From an optimization exercise on the open Yosys and OpenROAD flow, aimed at small area, a short achievable clock period and few clock cycles; shortcuts taken in it are not production practice.
No run shown here included a check of the RTL's function; only the layout flow was run.
No activity file was given, so power comes from the tool's default toggle rates.

--- design/flow/flow/run.sh ---
#!/bin/bash
# Standard layout, with the I/O port buffers made from a plain buffer cell
# instead of the delay cell the resizer picks by default.
export BUFFER_PORTS_ARGS="-buffer_cell sky130_fd_sc_hd__buf_1"
bash standard.sh > standard.log 2>&1
--- design/flow/standard.sh ---
#!/bin/bash
# synth_recipe.tcl (not shown) runs the flow's synth.tcl, then flattens the netlist and writes it again
# the make line also repeats each setting of config.mk as NAME=value (left out here)
make -C /OpenROAD-flow-scripts/flow DESIGN_CONFIG=/design/flow/config.mk WORK_HOME=/design/flow/orfs CLKGATE_MAP_FILE= SYNTH_SCRIPT=/design/flow/synth_recipe.tcl "${@:-finish}"
--- design/flow/config.mk ---
export PLATFORM = sky130hd
export DESIGN_NAME = adder
export DESIGN_NICKNAME = adder
export VERILOG_FILES = /design/flow/design.v
export SDC_FILE = /design/flow/constraint.sdc
export NUM_CORES = 4
export LEC_CHECK = 0
export ABC_AREA = 1
export CAP_MARGIN = 20
export CORE_MARGIN = 2
export CORE_UTILIZATION = 40
export CTS_BUF_LIST = sky130_fd_sc_hd__clkbuf_4 sky130_fd_sc_hd__clkbuf_8
export SETUP_SLACK_MARGIN = 0.75
export SLEW_MARGIN = 20
--- design/flow/constraint.sdc ---
create_clock -name core_clock -period 4.0 [get_ports {clk}]
set_input_delay 0.8000 -clock core_clock [delete_from_list [all_inputs] [get_ports {clk}]]
set_output_delay 0.8000 -clock core_clock [all_outputs]
set_load 0.01 [all_outputs]
--- design/flow/design.v ---
module adder(
    input clk,
    input reset,
    input [31:0] a,
    input [31:0] b,
    input available,
    input [4:0] exception_f,
    output [31:0] sum,
    output done
    );
    wire [7:0] ae = a[30:23];
    wire [7:0] be = b[30:23];
    wire [7:0] eg = ae & ~be;
    wire [7:0] ek = ae | ~be;
    wire eg0 = eg[1] | ((ek[1] & ae[0]) & ~be[0]);
    wire ep0 = ek[1] & ek[0];
    wire eg1 = eg[2] | ((ek[2] & ae[1]) & ~be[1]);
    wire ep1 = ek[2] & ek[1];
    wire eg2 = eg[3] | ((ek[3] & ae[2]) & ~be[2]);
    wire ep2 = ek[3] & ek[2];
    wire eg3 = eg[4] | ((ek[4] & ae[3]) & ~be[3]);
    wire ep3 = ek[4] & ek[3];
    wire eg4 = eg[5] | ((ek[5] & ae[4]) & ~be[4]);
    wire ep4 = ek[5] & ek[4];
    wire eg5 = eg[6] | ((ek[6] & ae[5]) & ~be[5]);
    wire ep5 = ek[6] & ek[5];
    wire eg6 = eg[7] | ((ek[7] & ae[6]) & ~be[6]);
    wire ep6 = ek[7] & ek[6];
    wire eg7 = eg1 | ((ep1 & ae[0]) & ~be[0]);
    wire ep7 = ep1 & ek[0];
    wire eg8 = eg2 | (ep2 & eg0);
    wire ep8 = ep2 & ep0;
    wire eg9 = eg3 | (ep3 & eg1);
    wire ep9 = ep3 & ep1;
    wire eg10 = eg4 | (ep4 & eg2);
    wire ep10 = ep4 & ep2;
    wire eg11 = eg5 | (ep5 & eg3);
    wire ep11 = ep5 & ep3;
    wire eg12 = eg6 | (ep6 & eg4);
    wire ep12 = ep6 & ep4;
    wire eg13 = eg9 | ((ep9 & ae[0]) & ~be[0]);
    wire ep13 = ep9 & ek[0];
    wire eg14 = eg10 | (ep10 & eg0);
    wire ep14 = ep10 & ep0;
    wire eg15 = eg11 | (ep11 & eg7);
    wire ep15 = ep11 & ep7;
    wire eg16 = eg12 | (ep12 & eg8);
    wire ep16 = ep12 & ep8;
    wire co = eg16;
    wire [7:0] d;
    assign d[0] = ae[0] ^ be[0];
    wire dx1 = co ? ~(eg[0] | ek[0]) : eg[0];
    assign d[1] = ae[1] ^ (be[1] ^ dx1);
    wire dx2 = co ? ~(eg0 | ep0) : eg0;
    assign d[2] = ae[2] ^ (be[2] ^ dx2);
    wire dx3 = co ? ~(eg7 | ep7) : eg7;
    assign d[3] = ae[3] ^ (be[3] ^ dx3);
    wire dx4 = co ? ~(eg8 | ep8) : eg8;
    assign d[4] = ae[4] ^ (be[4] ^ dx4);
    wire dx5 = co ? ~(eg13 | ep13) : eg13;
    assign d[5] = ae[5] ^ (be[5] ^ dx5);
    wire dx6 = co ? ~(eg14 | ep14) : eg14;
    assign d[6] = ae[6] ^ (be[6] ^ dx6);
    wire dx7 = co ? ~(eg15 | ep15) : eg15;
    assign d[7] = ae[7] ^ (be[7] ^ dx7);
    wire swap = ~co;
    wire [22:0] ma = swap ? b[22:0] : a[22:0];
    wire [22:0] mb = swap ? a[22:0] : b[22:0];
    wire big = (|d[7:5]) | (d[4] & d[3]) | (d[4] & d[2] & d[1] & d[0]);
    wire [23:0] x0 = {1'b1, mb};
    wire [1:0] s0;
    assign s0[0] = ~d[0];
    assign s0[1] = d[0];
    wire [23:0] x1;
    assign x1[0] = (s0[0] & x0[0]) | (s0[1] & x0[1]);
    assign x1[1] = (s0[0] & x0[1]) | (s0[1] & x0[2]);
    assign x1[2] = (s0[0] & x0[2]) | (s0[1] & x0[3]);
    assign x1[3] = (s0[0] & x0[3]) | (s0[1] & x0[4]);
    assign x1[4] = (s0[0] & x0[4]) | (s0[1] & x0[5]);
    assign x1[5] = (s0[0] & x0[5]) | (s0[1] & x0[6]);
    assign x1[6] = (s0[0] & x0[6]) | (s0[1] & x0[7]);
    assign x1[7] = (s0[0] & x0[7]) | (s0[1] & x0[8]);
    assign x1[8] = (s0[0] & x0[8]) | (s0[1] & x0[9]);
    assign x1[9] = (s0[0] & x0[9]) | (s0[1] & x0[10]);
    assign x1[10] = (s0[0] & x0[10]) | (s0[1] & x0[11]);
    assign x1[11] = (s0[0] & x0[11]) | (s0[1] & x0[12]);
    assign x1[12] = (s0[0] & x0[12]) | (s0[1] & x0[13]);
    assign x1[13] = (s0[0] & x0[13]) | (s0[1] & x0[14]);
    assign x1[14] = (s0[0] & x0[14]) | (s0[1] & x0[15]);
    assign x1[15] = (s0[0] & x0[15]) | (s0[1] & x0[16]);
    assign x1[16] = (s0[0] & x0[16]) | (s0[1] & x0[17]);
    assign x1[17] = (s0[0] & x0[17]) | (s0[1] & x0[18]);
    assign x1[18] = (s0[0] & x0[18]) | (s0[1] & x0[19]);
    assign x1[19] = (s0[0] & x0[19]) | (s0[1] & x0[20]);
    assign x1[20] = (s0[0] & x0[20]) | (s0[1] & x0[21]);
    assign x1[21] = (s0[0] & x0[21]) | (s0[1] & x0[22]);
    assign x1[22] = (s0[0] & x0[22]) | (s0[1] & x0[23]);
    assign x1[23] = (s0[0] & x0[23]);
    wire [1:0] s1;
    assign s1[0] = ~d[1];
    assign s1[1] = d[1];
    wire [23:0] x2;
    assign x2[0] = (s1[0] & x1[0]) | (s1[1] & x1[2]);
    assign x2[1] = (s1[0] & x1[1]) | (s1[1] & x1[3]);
    assign x2[2] = (s1[0] & x1[2]) | (s1[1] & x1[4]);
    assign x2[3] = (s1[0] & x1[3]) | (s1[1] & x1[5]);
    assign x2[4] = (s1[0] & x1[4]) | (s1[1] & x1[6]);
    assign x2[5] = (s1[0] & x1[5]) | (s1[1] & x1[7]);
    assign x2[6] = (s1[0] & x1[6]) | (s1[1] & x1[8]);
    assign x2[7] = (s1[0] & x1[7]) | (s1[1] & x1[9]);
    assign x2[8] = (s1[0] & x1[8]) | (s1[1] & x1[10]);
    assign x2[9] = (s1[0] & x1[9]) | (s1[1] & x1[11]);
    assign x2[10] = (s1[0] & x1[10]) | (s1[1] & x1[12]);
    assign x2[11] = (s1[0] & x1[11]) | (s1[1] & x1[13]);
    assign x2[12] = (s1[0] & x1[12]) | (s1[1] & x1[14]);
    assign x2[13] = (s1[0] & x1[13]) | (s1[1] & x1[15]);
    assign x2[14] = (s1[0] & x1[14]) | (s1[1] & x1[16]);
    assign x2[15] = (s1[0] & x1[15]) | (s1[1] & x1[17]);
    assign x2[16] = (s1[0] & x1[16]) | (s1[1] & x1[18]);
    assign x2[17] = (s1[0] & x1[17]) | (s1[1] & x1[19]);
    assign x2[18] = (s1[0] & x1[18]) | (s1[1] & x1[20]);
    assign x2[19] = (s1[0] & x1[19]) | (s1[1] & x1[21]);
    assign x2[20] = (s1[0] & x1[20]) | (s1[1] & x1[22]);
    assign x2[21] = (s1[0] & x1[21]) | (s1[1] & x1[23]);
    assign x2[22] = (s1[0] & x1[22]);
    assign x2[23] = (s1[0] & x1[23]);
    wire [3:0] s2;
    assign s2[0] = ~d[2] & ~d[3];
    assign s2[1] = d[2] & ~d[3];
    assign s2[2] = ~d[2] & d[3];
    assign s2[3] = d[2] & d[3];
    wire [23:0] x3;
    assign x3[0] = (s2[0] & x2[0]) | (s2[1] & x2[4]) | (s2[2] & x2[8]) | (s2[3] & x2[12]);
    assign x3[1] = (s2[0] & x2[1]) | (s2[1] & x2[5]) | (s2[2] & x2[9]) | (s2[3] & x2[13]);
    assign x3[2] = (s2[0] & x2[2]) | (s2[1] & x2[6]) | (s2[2] & x2[10]) | (s2[3] & x2[14]);
    assign x3[3] = (s2[0] & x2[3]) | (s2[1] & x2[7]) | (s2[2] & x2[11]) | (s2[3] & x2[15]);
    assign x3[4] = (s2[0] & x2[4]) | (s2[1] & x2[8]) | (s2[2] & x2[12]) | (s2[3] & x2[16]);
    assign x3[5] = (s2[0] & x2[5]) | (s2[1] & x2[9]) | (s2[2] & x2[13]) | (s2[3] & x2[17]);
    assign x3[6] = (s2[0] & x2[6]) | (s2[1] & x2[10]) | (s2[2] & x2[14]) | (s2[3] & x2[18]);
    assign x3[7] = (s2[0] & x2[7]) | (s2[1] & x2[11]) | (s2[2] & x2[15]) | (s2[3] & x2[19]);
    assign x3[8] = (s2[0] & x2[8]) | (s2[1] & x2[12]) | (s2[2] & x2[16]) | (s2[3] & x2[20]);
    assign x3[9] = (s2[0] & x2[9]) | (s2[1] & x2[13]) | (s2[2] & x2[17]) | (s2[3] & x2[21]);
    assign x3[10] = (s2[0] & x2[10]) | (s2[1] & x2[14]) | (s2[2] & x2[18]) | (s2[3] & x2[22]);
    assign x3[11] = (s2[0] & x2[11]) | (s2[1] & x2[15]) | (s2[2] & x2[19]) | (s2[3] & x2[23]);
    assign x3[12] = (s2[0] & x2[12]) | (s2[1] & x2[16]) | (s2[2] & x2[20]);
    assign x3[13] = (s2[0] & x2[13]) | (s2[1] & x2[17]) | (s2[2] & x2[21]);
    assign x3[14] = (s2[0] & x2[14]) | (s2[1] & x2[18]) | (s2[2] & x2[22]);
    assign x3[15] = (s2[0] & x2[15]) | (s2[1] & x2[19]) | (s2[2] & x2[23]);
    assign x3[16] = (s2[0] & x2[16]) | (s2[1] & x2[20]);
    assign x3[17] = (s2[0] & x2[17]) | (s2[1] & x2[21]);
    assign x3[18] = (s2[0] & x2[18]) | (s2[1] & x2[22]);
    assign x3[19] = (s2[0] & x2[19]) | (s2[1] & x2[23]);
    assign x3[20] = (s2[0] & x2[20]);
    assign x3[21] = (s2[0] & x2[21]);
    assign x3[22] = (s2[0] & x2[22]);
    assign x3[23] = (s2[0] & x2[23]);
    wire [1:0] s3;
    assign s3[0] = ~big & ~d[4];
    assign s3[1] = ~big & d[4];
    wire [23:0] sh;
    assign sh[0] = (s3[0] & x3[0]) | (s3[1] & x3[16]);
    assign sh[1] = (s3[0] & x3[1]) | (s3[1] & x3[17]);
    assign sh[2] = (s3[0] & x3[2]) | (s3[1] & x3[18]);
    assign sh[3] = (s3[0] & x3[3]) | (s3[1] & x3[19]);
    assign sh[4] = (s3[0] & x3[4]) | (s3[1] & x3[20]);
    assign sh[5] = (s3[0] & x3[5]) | (s3[1] & x3[21]);
    assign sh[6] = (s3[0] & x3[6]) | (s3[1] & x3[22]);
    assign sh[7] = (s3[0] & x3[7]) | (s3[1] & x3[23]);
    assign sh[8] = (s3[0] & x3[8]);
    assign sh[9] = (s3[0] & x3[9]);
    assign sh[10] = (s3[0] & x3[10]);
    assign sh[11] = (s3[0] & x3[11]);
    assign sh[12] = (s3[0] & x3[12]);
    assign sh[13] = (s3[0] & x3[13]);
    assign sh[14] = (s3[0] & x3[14]);
    assign sh[15] = (s3[0] & x3[15]);
    assign sh[16] = (s3[0] & x3[16]);
    assign sh[17] = (s3[0] & x3[17]);
    assign sh[18] = (s3[0] & x3[18]);
    assign sh[19] = (s3[0] & x3[19]);
    assign sh[20] = (s3[0] & x3[20]);
    assign sh[21] = (s3[0] & x3[21]);
    assign sh[22] = (s3[0] & x3[22]);
    assign sh[23] = (s3[0] & x3[23]);
    reg swap_r;
    reg [23:0] sh_r;    
    reg [22:0] p;
    reg [22:0] g;
    always @(posedge clk) begin
       swap_r <= swap;
       p <= ma ^ sh[22:0];
       g <= ma & sh[22:0];
       sh_r[23] <= sh[23];
    end
    wire [7:0] ea = swap_r ? be : ae;
    wire z = sh_r[23];
    wire mg17 = g[1] | (p[1] & g[0]);
    wire mg18 = g[2] | (p[2] & g[1]);
    wire mp18 = p[2] & p[1];
    wire mg19 = g[3] | (p[3] & g[2]);
    wire mp19 = p[3] & p[2];
    wire mg20 = g[4] | (p[4] & g[3]);
    wire mp20 = p[4] & p[3];
    wire mg21 = g[5] | (p[5] & g[4]);
    wire mp21 = p[5] & p[4];
    wire mg22 = g[6] | (p[6] & g[5]);
    wire mp22 = p[6] & p[5];
    wire mg23 = g[7] | (p[7] & g[6]);
    wire mp23 = p[7] & p[6];
    wire mg24 = g[8] | (p[8] & g[7]);
    wire mp24 = p[8] & p[7];
    wire mg25 = g[9] | (p[9] & g[8]);
    wire mp25 = p[9] & p[8];
    wire mg26 = g[10] | (p[10] & g[9]);
    wire mp26 = p[10] & p[9];
    wire mg27 = g[11] | (p[11] & g[10]);
    wire mp27 = p[11] & p[10];
    wire mg28 = g[12] | (p[12] & g[11]);
    wire mp28 = p[12] & p[11];
    wire mg29 = g[13] | (p[13] & g[12]);
    wire mp29 = p[13] & p[12];
    wire mg30 = g[14] | (p[14] & g[13]);
    wire mp30 = p[14] & p[13];
    wire mg31 = g[15] | (p[15] & g[14]);
    wire mp31 = p[15] & p[14];
    wire mg32 = g[16] | (p[16] & g[15]);
    wire mp32 = p[16] & p[15];
    wire mg33 = g[17] | (p[17] & g[16]);
    wire mp33 = p[17] & p[16];
    wire mg34 = g[18] | (p[18] & g[17]);
    wire mp34 = p[18] & p[17];
    wire mg35 = g[19] | (p[19] & g[18]);
    wire mp35 = p[19] & p[18];
    wire mg36 = g[20] | (p[20] & g[19]);
    wire mp36 = p[20] & p[19];
    wire mg37 = g[21] | (p[21] & g[20]);
    wire mp37 = p[21] & p[20];
    wire mg38 = g[22] | (p[22] & g[21]);
    wire mp38 = p[22] & p[21];
    wire mg39 = mg18 | (mp18 & g[0]);
    wire mg40 = mg19 | (mp19 & mg17);
    wire mg41 = mg20 | (mp20 & mg18);
    wire mp41 = mp20 & mp18;
    wire mg42 = mg21 | (mp21 & mg19);
    wire mp42 = mp21 & mp19;
    wire mg43 = mg22 | (mp22 & mg20);
    wire mp43 = mp22 & mp20;
    wire mg44 = mg23 | (mp23 & mg21);
    wire mp44 = mp23 & mp21;
    wire mg45 = mg24 | (mp24 & mg22);
    wire mp45 = mp24 & mp22;
    wire mg46 = mg25 | (mp25 & mg23);
    wire mp46 = mp25 & mp23;
    wire mg47 = mg26 | (mp26 & mg24);
    wire mp47 = mp26 & mp24;
    wire mg48 = mg27 | (mp27 & mg25);
    wire mp48 = mp27 & mp25;
    wire mg49 = mg28 | (mp28 & mg26);
    wire mp49 = mp28 & mp26;
    wire mg50 = mg29 | (mp29 & mg27);
    wire mp50 = mp29 & mp27;
    wire mg51 = mg30 | (mp30 & mg28);
    wire mp51 = mp30 & mp28;
    wire mg52 = mg31 | (mp31 & mg29);
    wire mp52 = mp31 & mp29;
    wire mg53 = mg32 | (mp32 & mg30);
    wire mp53 = mp32 & mp30;
    wire mg54 = mg33 | (mp33 & mg31);
    wire mp54 = mp33 & mp31;
    wire mg55 = mg34 | (mp34 & mg32);
    wire mp55 = mp34 & mp32;
    wire mg56 = mg35 | (mp35 & mg33);
    wire mp56 = mp35 & mp33;
    wire mg57 = mg36 | (mp36 & mg34);
    wire mp57 = mp36 & mp34;
    wire mg58 = mg37 | (mp37 & mg35);
    wire mp58 = mp37 & mp35;
    wire mg59 = mg38 | (mp38 & mg36);
    wire mp59 = mp38 & mp36;
    wire mg60 = mg41 | (mp41 & g[0]);
    wire mg61 = mg42 | (mp42 & mg17);
    wire mg62 = mg43 | (mp43 & mg39);
    wire mg63 = mg44 | (mp44 & mg40);
    wire mg64 = mg45 | (mp45 & mg41);
    wire mp64 = mp45 & mp41;
    wire mg65 = mg46 | (mp46 & mg42);
    wire mp65 = mp46 & mp42;
    wire mg66 = mg47 | (mp47 & mg43);
    wire mp66 = mp47 & mp43;
    wire mg67 = mg48 | (mp48 & mg44);
    wire mp67 = mp48 & mp44;
    wire mg68 = mg49 | (mp49 & mg45);
    wire mp68 = mp49 & mp45;
    wire mg69 = mg50 | (mp50 & mg46);
    wire mp69 = mp50 & mp46;
    wire mg70 = mg51 | (mp51 & mg47);
    wire mp70 = mp51 & mp47;
    wire mg71 = mg52 | (mp52 & mg48);
    wire mp71 = mp52 & mp48;
    wire mg72 = mg53 | (mp53 & mg49);
    wire mp72 = mp53 & mp49;
    wire mg73 = mg54 | (mp54 & mg50);
    wire mp73 = mp54 & mp50;
    wire mg74 = mg55 | (mp55 & mg51);
    wire mp74 = mp55 & mp51;
    wire mg75 = mg56 | (mp56 & mg52);
    wire mp75 = mp56 & mp52;
    wire mg76 = mg57 | (mp57 & mg53);
    wire mp76 = mp57 & mp53;
    wire mg77 = mg58 | (mp58 & mg54);
    wire mp77 = mp58 & mp54;
    wire mg78 = mg59 | (mp59 & mg55);
    wire mp78 = mp59 & mp55;
    wire mg79 = mg64 | (mp64 & g[0]);
    wire mg80 = mg65 | (mp65 & mg17);
    wire mg81 = mg66 | (mp66 & mg39);
    wire mg82 = mg67 | (mp67 & mg40);
    wire mg83 = mg68 | (mp68 & mg60);
    wire mg84 = mg69 | (mp69 & mg61);
    wire mg85 = mg70 | (mp70 & mg62);
    wire mg86 = mg71 | (mp71 & mg63);
    wire mg87 = mg72 | (mp72 & mg64);
    wire mp87 = mp72 & mp64;
    wire mg88 = mg73 | (mp73 & mg65);
    wire mp88 = mp73 & mp65;
    wire mg89 = mg74 | (mp74 & mg66);
    wire mp89 = mp74 & mp66;
    wire mg90 = mg75 | (mp75 & mg67);
    wire mp90 = mp75 & mp67;
    wire mg91 = mg76 | (mp76 & mg68);
    wire mp91 = mp76 & mp68;
    wire mg92 = mg77 | (mp77 & mg69);
    wire mp92 = mp77 & mp69;
    wire mg93 = mg78 | (mp78 & mg70);
    wire mp93 = mp78 & mp70;
    wire mg94 = mg87 | (mp87 & g[0]);
    wire mg95 = mg88 | (mp88 & mg17);
    wire mg96 = mg89 | (mp89 & mg39);
    wire mg97 = mg90 | (mp90 & mg40);
    wire mg98 = mg91 | (mp91 & mg60);
    wire mg99 = mg92 | (mp92 & mg61);
    wire mg100 = mg93 | (mp93 & mg62);
    wire [23:0] t;
    assign t[0] = p[0];
    assign t[1] = p[1] ^ g[0];
    assign t[2] = p[2] ^ mg17;
    assign t[3] = p[3] ^ mg39;
    assign t[4] = p[4] ^ mg40;
    assign t[5] = p[5] ^ mg60;
    assign t[6] = p[6] ^ mg61;
    assign t[7] = p[7] ^ mg62;
    assign t[8] = p[8] ^ mg63;
    assign t[9] = p[9] ^ mg79;
    assign t[10] = p[10] ^ mg80;
    assign t[11] = p[11] ^ mg81;
    assign t[12] = p[12] ^ mg82;
    assign t[13] = p[13] ^ mg83;
    assign t[14] = p[14] ^ mg84;
    assign t[15] = p[15] ^ mg85;
    assign t[16] = p[16] ^ mg86;
    assign t[17] = p[17] ^ mg94;
    assign t[18] = p[18] ^ mg95;
    assign t[19] = p[19] ^ mg96;
    assign t[20] = p[20] ^ mg97;
    assign t[21] = p[21] ^ mg98;
    assign t[22] = p[22] ^ mg99;
    assign t[23] = mg100;
    wire c = t[23];
    wire norm = z | c;
    assign sum = norm ? {a[31], ea + 8'd1, z & c, t[22:1]} : {a[31], ea, t[22:0]};
    reg done_reg;
    always @(posedge clk or posedge reset) begin
       if (reset) done_reg <= 1'b0;
       else done_reg <= available;
    end
    assign done = done_reg;
endmodule
==> results of run 1 <==
kinds of logic (layout without fill, tap and decap cells):
logic type / after synthesis / in the layout / synth area share (%)
fa+ha+maj: 28 / 28 / 6.47
simple gates: 610 / 610 / 51.3
mux: 5 / 5 / 0.925
buf+inv: 115 / 200 / 9.29
xor+xnor: 22 / 22 / 3.56
flops: 49 / 49 / 18.2
compound gates: 98 / 98 / 10.2
area by class of cell:
cell class	instances	area, sq um	area share, %
multi-input cells	763	3950	64.7
clock buffers	5	68.8	1.13
inverters	82	315	5.16
well taps	176	220	3.61
flip-flops and latches	49	986	16.1
clock inverters	3	46.3	0.758
repair buffers	110	518	8.48
power by group through the flow:
stage | Sequential (mW) | Clock (mW) | Combinational, mW
finish | 0.623 | 0.340 | 1.10
global route | 0.633 | 0.367 | 1.25
CTS | 0.620 | 0.347 | 1.06
detailed placement | 0.631 | 0 | 1.05
global placement | 0.632 | 0 | 1.05
floorplan | 0.606 | 0 | 0.807
metal layers:
| layer | share of wire, % | up-vias | routed length [microns] |
|---|---|---|---|
| met3 | 5.3 | 15 | 850 |
| met4 | 1.4 | 0 | 221 |
| met2 | 44 | 184 | 7190 |
| met1 | 49 | 2705 | 7930 |
| met5 | 0 | - | 0 |
| li1 | - | 3203 | - |
worst paths after layout:
check,startpoint,slack (ps),to,cells past startpoint
worst min-delay path,reset,300,done_reg$_DFF_PP0_,2
min in group core_clock,available,590,done_reg$_DFF_PP0_,1
worst max-delay path,g[0]$_DFF_P_,920,sum[18],11
max in group asynchronous,reset,3620,done_reg$_DFF_PP0_,2
what timing repair did:
item	CTS	global route
setup buffers	0	6
endpoints found under the setup margin	6	67
hold buffers	0	0
endpoints found under the hold margin	0	0
gates cloned	0	0
resized for setup	2	21
pin swaps	0	1
Yosys cell counts (2+ instances only):
library cell    n  area (sq um)
dfxtp_1        48           961
buf_2          12          60.1
nand3_2         4          40.0
buf_4           6          45.0
o21ai_1        19          95.1
nor2_2          7          43.8
nor2_4          6          67.6
xor2_1         17           149
or2_2           4          25.0
inv_2          11          41.3
inv_1          70           263
nand3_4         2          35.0
nand2_4         6          67.6
nor4_1          2          12.5
nand2_2        10          62.6
nor2_1         49           184
nand3_1       168           841
a21oi_1        24           120
nand4_1         2          12.5
xnor2_1         5          43.8
a21o_1          5          37.5
o21bai_1        2          15.0
buf_6           3          33.8
buf_1           4          15.0
and2_1          3          18.8
mux2i_1         5          50.1
nand3b_1        2          15.0
ha_1           28           350
o21ai_0        33           165
clkbuf_1        7          26.3
nor3_1         18          90.1
a31oi_1         8          50.1
nand2_1       324          1220
==> summary.txt, run 1 <==
# setup viols final 0; TritonRoute pass-1 iters 5; initial drt markers 430; largest net degree at the start of global routing 47; Starting Density 40.9%; Setup WS pre-CTS 461 ps; Avg Cell Area, Syn 5.84 sq um; Mapped Area 0.00541 sq mm; Final Hold Vio Count 0; Die Span X 120 microns; Min-Delay Path Class in -> async; Core ar. 0.0132 sq mm; cell area after layout 0.00611 sq mm; dominant synthesized flop cell dfxtp_1; RSZ-0062 raised after global routing no; DRT Wirelength 16.2 mm; Crit path largest cell delay 360 ps; number of buffers created by CTS 5; setup ws final 921 ps; Fmax achieved 0.325 GHz; CTS H-tree depth 2; Int Pwr 1.10 mW; fraction of layout cells with a size suffix above 1 8.30%; Crit. End Element output port; final net count 1111; root cell of the clock tree clkbuf_8; Residual DRC 0; Final Util 46.1%; IO Count 105; WHS 297 ps; Buffers & Inverters on Critical Path 3; largest registers g (23), p (23); period utilization 77.0%; GRT Residual Overflow 0; cell at the slowest stage of the critical path dfxtp_1; fin. max-slew vios 0; Setup TNS 0 ps; Syn Nets 1027; status no timing/DRC/antenna violations; Mapped Cells 927; vias in the first global route 5514; Peak VDD IR 0.000188 V; Final Power 2.06 mW; placed cells 1174; drt wl/cell 13.6 microns; Top delay family on crit path simple AND/OR/NAND/NOR gates; Yosys cell types 46; Clk pwr share 16.5%; grt met3 use 1.18%; Worst path most repeated cell inv_1; FILL cells 1485; number of synthesized flops with an enable pin 0; most common cell after layout, fill and taps aside nand2_1; # diodes 0; Die H 120 microns; WP data arrival 2280 ps; P_sw 0.962 mW; CTS tree done; crit-path cells ha_1, nor2_1, inv_1, a21oi_4, inv_1, a21oi_2, o21ai_0, or2_2, nand3_1, nand2_1, buf_1; via count 6107; CP Max Fanout 4; Rows 42; Seq pwr share 30.2%; gr usage total 22.4%; critical path class reg -> out; Comb pwr share 53.3%; DR vias/cell 5.14; most frequent cells in the layout nand2_1, nand3_1, buf_1; Worst EP required 3200 ps; fin cells 1188; register area share after synthesis 18.2%; die area 0.0145 sq mm; Synth-to-Final Area Change 12.8%; CTS Buffer Depth 2; placed instance area 0.00586 sq mm; Port-buffer cells 96; RD Place Congestion 0.910; post-DP HPWL 13.3 mm; P per Cell Area 338 mW/mm^2; Antenna Nets Post-Route 0; Worst Tran Pin Value 823 ps; most used routing layer met2; YS warnings 1; Slew Limit Headroom 45.1%; CTS clk-pin slew, worst paths 80 ps; global-route wire length before repair 26.6 mm; clk sinks 49; fraction of registers with async set/reset 2.04%; max-cap violations 0; #FFs+latches synth 49; GR Layer Usage met2 36.8%; Pleak 3.14 nW; Sw Ratio 46.6%; met1 Use GR 32.3%; Period minus WS final 3080 ps; Critical Path Source Type flip-flop; initial antenna violation count 0
==> inputs of run 2 (changes only) <==
--- a/design/flow/design.v
+++ b/design/flow/design.v
@@ -195,5 +195,5 @@
     wire [7:0] ea = swap_r ? be : ae;
     wire z = sh_r[23];
-    wire mg17 = g[1] | (p[1] & g[0]);
+    wire mg17 = (g[1] | p[1]) & (g[1] | g[0]);
     wire mg18 = g[2] | (p[2] & g[1]);
     wire mp18 = p[2] & p[1];
@@ -238,5 +238,5 @@
     wire mg38 = g[22] | (p[22] & g[21]);
     wire mp38 = p[22] & p[21];
-    wire mg39 = mg18 | (mp18 & g[0]);
+    wire mg39 = (mg18 | mp18) & (mg18 | g[0]);
     wire mg40 = mg19 | (mp19 & mg17);
     wire mg41 = mg20 | (mp20 & mg18);
@@ -278,5 +278,5 @@
     wire mg59 = mg38 | (mp38 & mg36);
     wire mp59 = mp38 & mp36;
-    wire mg60 = mg41 | (mp41 & g[0]);
+    wire mg60 = (mg41 | mp41) & (mg41 | g[0]);
     wire mg61 = mg42 | (mp42 & mg17);
     wire mg62 = mg43 | (mp43 & mg39);
@@ -312,5 +312,5 @@
     wire mg78 = mg59 | (mp59 & mg55);
     wire mp78 = mp59 & mp55;
-    wire mg79 = mg64 | (mp64 & g[0]);
+    wire mg79 = (mg64 | mp64) & (mg64 | g[0]);
     wire mg80 = mg65 | (mp65 & mg17);
     wire mg81 = mg66 | (mp66 & mg39);
@@ -334,5 +334,5 @@
     wire mg93 = mg78 | (mp78 & mg70);
     wire mp93 = mp78 & mp70;
-    wire mg94 = mg87 | (mp87 & g[0]);
+    wire mg94 = (mg87 | mp87) & (mg87 | g[0]);
     wire mg95 = mg88 | (mp88 & mg17);
     wire mg96 = mg89 | (mp89 & mg39);
==> design/flow/flow/run.sh (replaced) <==
#!/bin/bash
# Standard layout with two changes:
#  - the I/O port buffers are a plain buffer cell instead of the delay cell
#    the resizer picks by default;
#  - clock tree synthesis adds no dummy loads.
export BUFFER_PORTS_ARGS="-buffer_cell sky130_fd_sc_hd__buf_1"
export CTS_ARGS="-sink_clustering_enable -repair_clock_nets -dont_use_dummy_load -buf_list {sky130_fd_sc_hd__clkbuf_4 sky130_fd_sc_hd__clkbuf_8}"
bash standard.sh > standard.log 2>&1
--- a/design/flow/config.mk
+++ b/design/flow/config.mk
@@ -10,5 +10,4 @@
 export CORE_MARGIN = 2
 export CORE_UTILIZATION = 40
-export CTS_BUF_LIST = sky130_fd_sc_hd__clkbuf_4 sky130_fd_sc_hd__clkbuf_8
 export SETUP_SLACK_MARGIN = 0.75
 export SLEW_MARGIN = 20
==> summary.txt, run 2 <==
global-route wire length before repair 25.9 mm; P per Cell Area 325 mW/mm^2; most common cell after layout, fill and taps aside nand2_1; number of buffers created by CTS 5; # diodes 0; Port-buffer cells 96; main area contributors after synthesis nand2_1, dfxtp_1, nand3_1, ha_1, inv_1; CTS clk-pin slew, worst paths 80 ps; Pleak 3.09 nW; Top delay family on crit path simple AND/OR/NAND/NOR gates; top cells by instance count after synthesis nand2_1, nand3_1, inv_1, dfxtp_1, nor2_1; root cell of the clock tree clkbuf_8; gr usage total 21.9%; largest registers g (23), p (23); register area share after synthesis 18.3%; Crit. End Element flip-flop; cell area after layout 0.00607 sq mm; Buffers & Inverters on Critical Path 4; clk sinks 49; max-cap violations 0; DRT Wirelength 15.8 mm; status no timing/DRC/antenna violations; dominant cell type by area after synthesis nand2_1; Die H 120 microns; die area 0.0144 sq mm; Syn Nets 1017; Yosys cell types 45; fin cells 1179; CTS Buffer Depth 2; cell at the slowest stage of the critical path ha_1; Rows 42; critical path class in -> reg; # setup viols final 0; drt wl/cell 13.4 microns; Slew Limit Headroom 63.5%; final net count 1104; Critical Path Source Type primary input; post-DP HPWL 13.1 mm; initial antenna violation count 0; Avg Cell Area, Syn 5.87 sq um; DR vias/cell 5.05; Synth top area share 23.1%; fin. max-slew vios 0; IO Count 105; number of synthesized flops with an enable pin 0; Crit path largest cell delay 290 ps; GRT Residual Overflow 0; CTS tree done; most frequent cells in the layout nand2_1, nand3_1, buf_1; Synth-to-Final Area Change 12.7%; crit-path cells buf_1, nand2_2, nand2_2, nand2_2, nand2_2, nand2_4, nand2_4, buf_4, nand3_1, nand3_4, nand2_8, inv_6, nor2_8, buf_12, nand3_1, nand2_1, o21ai_1, nand2_1, ha_1; YS warnings 1; FILL cells 1488; CTS Hold Buffers Added 0; #FFs+latches synth 49; vias in the first global route 5355; RD Place Congestion 0.893; fraction of registers with async set/reset 2.04%; CP Max Fanout 16; Core ar. 0.0132 sq mm; Final Hold Vio Count 0; Period minus WS final 3080 ps; Antenna Nets Post-Route 0; TritonRoute pass-1 iters 7; Min-Delay Path Class in -> async; Worst Tran Pin Value 542 ps; via count 5955; Setup TNS 0 ps; count leader, synth nand2_1; Starting Density 40.8%; period utilization 76.9%; Fmax achieved 0.325 GHz; Mapped Area 0.00539 sq mm; Die Span X 120 microns; initial drt markers 352; Peak VDD IR 0.000171 V; placed instance area 0.00583 sq mm; dominant synthesized flop cell dfxtp_1; CTS H-tree depth 2; fraction of layout cells with a size suffix above 1 9.47%; largest net degree at the start of global routing 29; Residual DRC 0; Worst path most repeated cell nand2_2; RSZ-0062 raised after global routing yes; Worst EP required 4170 ps; WP data arrival 3240 ps; Mapped Cells 918; placed cells 1167; Final Util 46.0%
==> run 2: cell types whose count changed after synthesis, moves of 6 or more <==
| cell | before | now |
|---|---|---|
| inv_2 | 11 | 20 |
| a31oi_1 | 8 | 2 |
| nand4_1 | 2 | 8 |
| nand3_1 | 168 | 159 |
| inv_1 | 70 | 54 |
| nand2_1 | 324 | 331 |
==> run 2: layer usage <==
metal	global-route usage, %	vias to the layer above	routed length [microns]
li1	-	3180	-
met1	32.3	2610	7860
met2	34.8	143	7010
met3	1.14	22	610
met4	5.37	0	306
met5	0	-	0
==> run 2: path summary, 6_finish.rpt <==
kind	start	to	depth (start not counted)
worst max-delay path	b[24]	p[1]$_DFF_P_	19
worst min-delay path	reset	done_reg$_DFF_PP0_	2
max in group asynchronous	reset	done_reg$_DFF_PP0_	2
min in group core_clock	available	done_reg$_DFF_PP0_	1
==> run 2: logic make-up after synthesis <==
family | after synthesis | share of synthesized area, %
and+or+nand+nor | 606 | 51.7
buffers and inverters | 110 | 9.45
AOI/OAI and AO/OA | 100 | 9.99
DFF | 49 | 18.3
adders and majority gates | 27 | 6.27
xor gates and xnor gates | 23 | 3.74
muxes | 3 | 0.557
==> run 2: what timing repair did <==
| item | in CTS | in global routing |
|---|---|---|
| gates resized for setup | 3 | 29 |
| buffers inserted | 1 | 4 |
| endpoints found under the setup margin | 21 | 65 |
| pin swaps | 1 | 3 |
| gates cloned | 1 | 1 |
==> run 2: final cells by class <==
| cell class | count | area (sq um) | share of cell area [%] |
|---|---|---|---|
| Multi-Input combinational cell | 760 | 3960 | 65.2 |
| Inverter | 77 | 317 | 5.21 |
| Clock buffer | 5 | 68.8 | 1.13 |
| Tap cell | 176 | 220 | 3.63 |
| Sequential cell | 49 | 986 | 16.2 |
| Timing Repair Buffer | 111 | 514 | 8.47 |
| Timing Repair inverter | 1 | 6.26 | 0.103 |
==> run 2: stage by stage <==
stage / hold slack [ps] / power (mW) / worst slack [ps]
finish: 297 / 1.98 / 924
global route: 295 / 2.17 / 746
CTS: 288 / 1.94 / 798
detailed placement: 613 / 1.69 / 490
global placement: 606 / 1.69 / 491
floorplan: 529 / 1.42 / 1250
==> run 2: where the power goes <==
group	switching [mW]	internal (mW)
Combinational	0.737	0.377
Sequential	0.0731	0.547
Clock	0.129	0.113

## afterwards: timing with drivers on the ports
The flow's constraints put no driver on any port. The routed layouts listed below were extracted and timed again, unchanged, in two steps. Step 1: set_driving_cell puts a clkbuf_16 on clk and a buf_2 on each other input, an assumption about the parent block. Step 2 adds t to the input delays and takes it off the output delays; t is the mean of the earliest and latest rising clock arrival at the registers after step 1. Input paths then give back, and output paths get back, about the clock's delay inside the block. a / b / c = ideal ports / drivers / drivers and shift; a / b = the first two.
run | t, ns | slack for setup (ns) | clock arrival spread, ns | slew at the worst register clock pin (ns)
run 1 | 0.316 | 0.921 / 0.897 / 0.642 | 0.005 / 0.004 | 0.08 / 0.08
run 2 | 0.307 | 0.924 / 0.910 / 0.622 | 0.021 / 0.021 | 0.08 / 0.08
After both steps every run listed still meets setup and hold. For run 2, which loses most, drivers alone change the setup slack by -0.014 ns; drivers and shift together by -0.302 ns.
